Context: an optimization exercise on an open-source flow, tuned for small area and a short achievable clock period. The choices shown serve that exercise and are no tape-out recipe. Only simulation tests tie the RTL to the original design; equivalence was not proved. Power and IR drop assume default switching activity.

==> run C <==
==> flow/design.v <==
module synchronous_fifo#(parameter FIFO_WIDTH = 32, NO_OF_ELEMENTS = 32, FIFO_DEPTH = $clog2(NO_OF_ELEMENTS))
(	input clk, resetn, w_en, r_en,
	input [FIFO_WIDTH-1:0] d_in,
	output [FIFO_WIDTH-1:0] d_out,
	output full, empty
	);
	reg [FIFO_WIDTH-1:0] d_out_reg;
	reg [FIFO_WIDTH-1:0] mem [NO_OF_ELEMENTS-1:0];
	reg [FIFO_DEPTH:0] w_ptr, r_ptr;
	assign full = ((w_ptr[FIFO_DEPTH] == !r_ptr[FIFO_DEPTH]) & (w_ptr[FIFO_DEPTH-1:0] == r_ptr[FIFO_DEPTH-1:0])); 
	assign empty = (w_ptr == r_ptr);
	always@(posedge clk) begin
		if(resetn && w_en && !full) begin
			mem[w_ptr[FIFO_DEPTH-1:0]] <= d_in;
		end
	end
	always@(posedge clk or negedge resetn) begin
		if(~resetn)begin
			w_ptr <= 0;
		end
		else if(w_en && !full) begin
			w_ptr <= w_ptr+1;
		end
	end
	always@(posedge clk or negedge resetn) begin
		if(~resetn)begin
			r_ptr <= 0;
			d_out_reg <= 0;
		end
		else if(r_en && !empty) begin
			d_out_reg <= mem[r_ptr[FIFO_DEPTH-1:0]];
			r_ptr <= r_ptr+1;
		end
	end
	assign d_out = d_out_reg; 
endmodule
==> flow/run.sh <==
#!/bin/bash
# synth_recipe.tcl (not shown) runs the flow's synth.tcl, then flattens the netlist and writes it again
# the make line also repeats each setting of config.mk as NAME=value (left out here)
make -C /OpenROAD-flow-scripts/flow DESIGN_CONFIG=/design/flow/config.mk WORK_HOME=/design/flow/orfs CLKGATE_MAP_FILE= SYNTH_SCRIPT=/design/flow/synth_recipe.tcl finish
==> flow/config.mk <==
export PLATFORM = sky130hd
export DESIGN_NAME = synchronous_fifo
export DESIGN_NICKNAME = synchronous_fifo
export VERILOG_FILES = /design/flow/design.v
export SDC_FILE = /design/flow/constraint.sdc
export NUM_CORES = 4
export LEC_CHECK = 0
export CAP_MARGIN = 20
export CORE_MARGIN = 2
export CORE_UTILIZATION = 50
export SLEW_MARGIN = 20
==> flow/constraint.sdc <==
create_clock -name core_clock -period 3.3 [get_ports {clk}]
set_input_delay 0.6600 -clock core_clock [delete_from_list [all_inputs] [get_ports {clk}]]
set_output_delay 0.6600 -clock core_clock [all_outputs]
set_load 0.01 [all_outputs]
==> inputs of run G, as changes to run C <==
==> flow/design.v, changed modules only <==
module synchronous_fifo#(parameter FIFO_WIDTH = 32, NO_OF_ELEMENTS = 32, FIFO_DEPTH = $clog2(NO_OF_ELEMENTS))
(	input clk, resetn, w_en, r_en,
	input [FIFO_WIDTH-1:0] d_in,
	output [FIFO_WIDTH-1:0] d_out,
	output full, empty
	);
	localparam N = NO_OF_ELEMENTS;
	reg [FIFO_WIDTH-1:0] d_out_reg;
	reg [FIFO_WIDTH-1:0] mem [N-1:0];
	reg [3:0] w_lo;                  
	reg [N/4-1:0] w_hi;              
	reg [N-1:0] r_sel;               
	reg [FIFO_DEPTH-1:0] count;      
	reg nfull_i, empty_i;            
	reg full_o, nempty_o;            
	wire wr = w_en & nfull_i;
	wire rd = r_en & ~empty_i;
	wire one_left = (count == 1);
	wire one_free = (count == N-1);
	reg [FIFO_WIDTH-1:0] rdata;
	integer k;
	always @(*) begin
		rdata = 0;
		for (k = 0; k < N; k = k + 1)
			rdata = rdata | (mem[k] & {FIFO_WIDTH{r_sel[k]}});
	end
	genvar i;
	generate
		for (i = 0; i < N; i = i + 1) begin : g_word
			always @(posedge clk)
				if (wr & w_lo[i % 4] & w_hi[i / 4])
					mem[i] <= d_in;
		end
	endgenerate
	always @(posedge clk or negedge resetn) begin
		if (~resetn) begin
			w_lo <= 1;
			w_hi <= 1;
			r_sel <= 1;
			count <= 0;
			nfull_i <= 1'b1;
			empty_i <= 1'b1;
			full_o <= 1'b0;
			nempty_o <= 1'b0;
			d_out_reg <= 0;
		end else begin
			if (wr) begin
				w_lo <= {w_lo[2:0], w_lo[3]};
				if (w_lo[3])
					w_hi <= {w_hi[N/4-2:0], w_hi[N/4-1]};
			end
			if (rd) begin
				r_sel <= {r_sel[N-2:0], r_sel[N-1]};
				d_out_reg <= rdata;
			end
			if (wr & ~rd) begin
				count <= count + 1'b1;
				empty_i <= 1'b0;
				nempty_o <= 1'b1;
				nfull_i <= ~one_free;
				full_o <= one_free;
			end else if (rd & ~wr) begin
				count <= count - 1'b1;
				nfull_i <= 1'b1;
				full_o <= 1'b0;
				empty_i <= one_left;
				nempty_o <= ~one_left;
			end
		end
	end
	assign d_out = d_out_reg;
	assign full = full_o;
	assign empty = ~nempty_o;
endmodule
==> flow/flow/run.sh (new file) <==
#!/bin/bash
set -e
cp standard.sh standard.sh.txt
export CTS_ARGS="-sink_clustering_enable -repair_clock_nets -dont_use_dummy_load"
bash standard.sh > standard.log 2>&1
==> flow/standard.sh (new file) <==
#!/bin/bash
# synth_recipe.tcl (not shown) runs the flow's synth.tcl, then flattens the netlist and writes it again
# the make line also repeats each setting of config.mk as NAME=value (left out here)
make -C /OpenROAD-flow-scripts/flow DESIGN_CONFIG=/design/flow/config.mk WORK_HOME=/design/flow/orfs CLKGATE_MAP_FILE= SYNTH_SCRIPT=/design/flow/synth_recipe.tcl "${@:-finish}"
Settings changed: CORE_UTILIZATION 50 to 70, SETUP_SLACK_MARGIN from default to 1.5.
removed: flow/run.sh
==> summary of the runs <==
In run C the global-route usage is lower than in run G, by 23 points. In run G the wire length is higher than in run C, by 45%. Clock skew: run G is higher than run C (0.039 ns). In run G the sequential share of layout area is higher than in run C, by 3.7 points. Against run G, the worst hold slack of run C is higher by 0.10 ns.
==> figures <==
Outcome: run C timing/DRC/antenna clean; run G timing/DRC/antenna clean
Start point of the critical path: run C r_ptr[0]$_DFFE_PN0P_; run G d_out_reg[7]$_DFFE_PN0P_
Lkg Pwr: run C 0.01518 uW; run G 0.01553 uW
Post-route setup slack: run C 0.2021 ns; run G 1.404 ns
Capture point of the worst path: run C empty; run G d_out[7]
Total number of sequential cells: run C 1068; run G 1109
Number of global-route vias before repair: run C 20.40k; run G 24.48k
Clock group: run C 12500 uW; run G 10200 uW
Largest driver fanout on the critical path: run C 4; run G 2
Post-layout utilization of the core: run C 0.5889; run G 0.8301
Die Y: run C 290.0 um; run G 242.3 um
Xor-xnor portion of the synthesized cell area: run C 0.003641; run G 0.0008810

afterwards: timing with drivers on the ports:
Ports are ideal in the flow. The routed layouts listed here were re-timed in OpenROAD. Step 1, drivers: a clkbuf_16 drives clk and a buf_2 each remaining input, both assumed. Step 2 adds t to the input delays and takes it off the output delays; t is the mean of the earliest and latest rising clock arrival at the registers after step 1. Input paths then give back, and output paths get back, about the clock's delay inside the block. Slacks: no drivers / after step 1 / after step 2; pairs: no drivers / after step 1.
| run | shift t [ns] | slack for setup (ns) | worst setup path at the end | worst register clock-pin slew, ns | pins driven straight from the clock port |
|---|---|---|---|---|---|
| run C | 0.722 | 0.202 / 0.140 / 0.424 | input to register | 0.06 / 0.06 | 1 |
| run G | 0.732 | 1.404 / 1.343 / 0.995 | input to register | 0.08 / 0.08 | 1 |
After both steps setup and hold are still met in every run listed. For run G, which loses most, drivers alone change the setup slack by -0.061 ns; drivers and shift together by -0.409 ns.
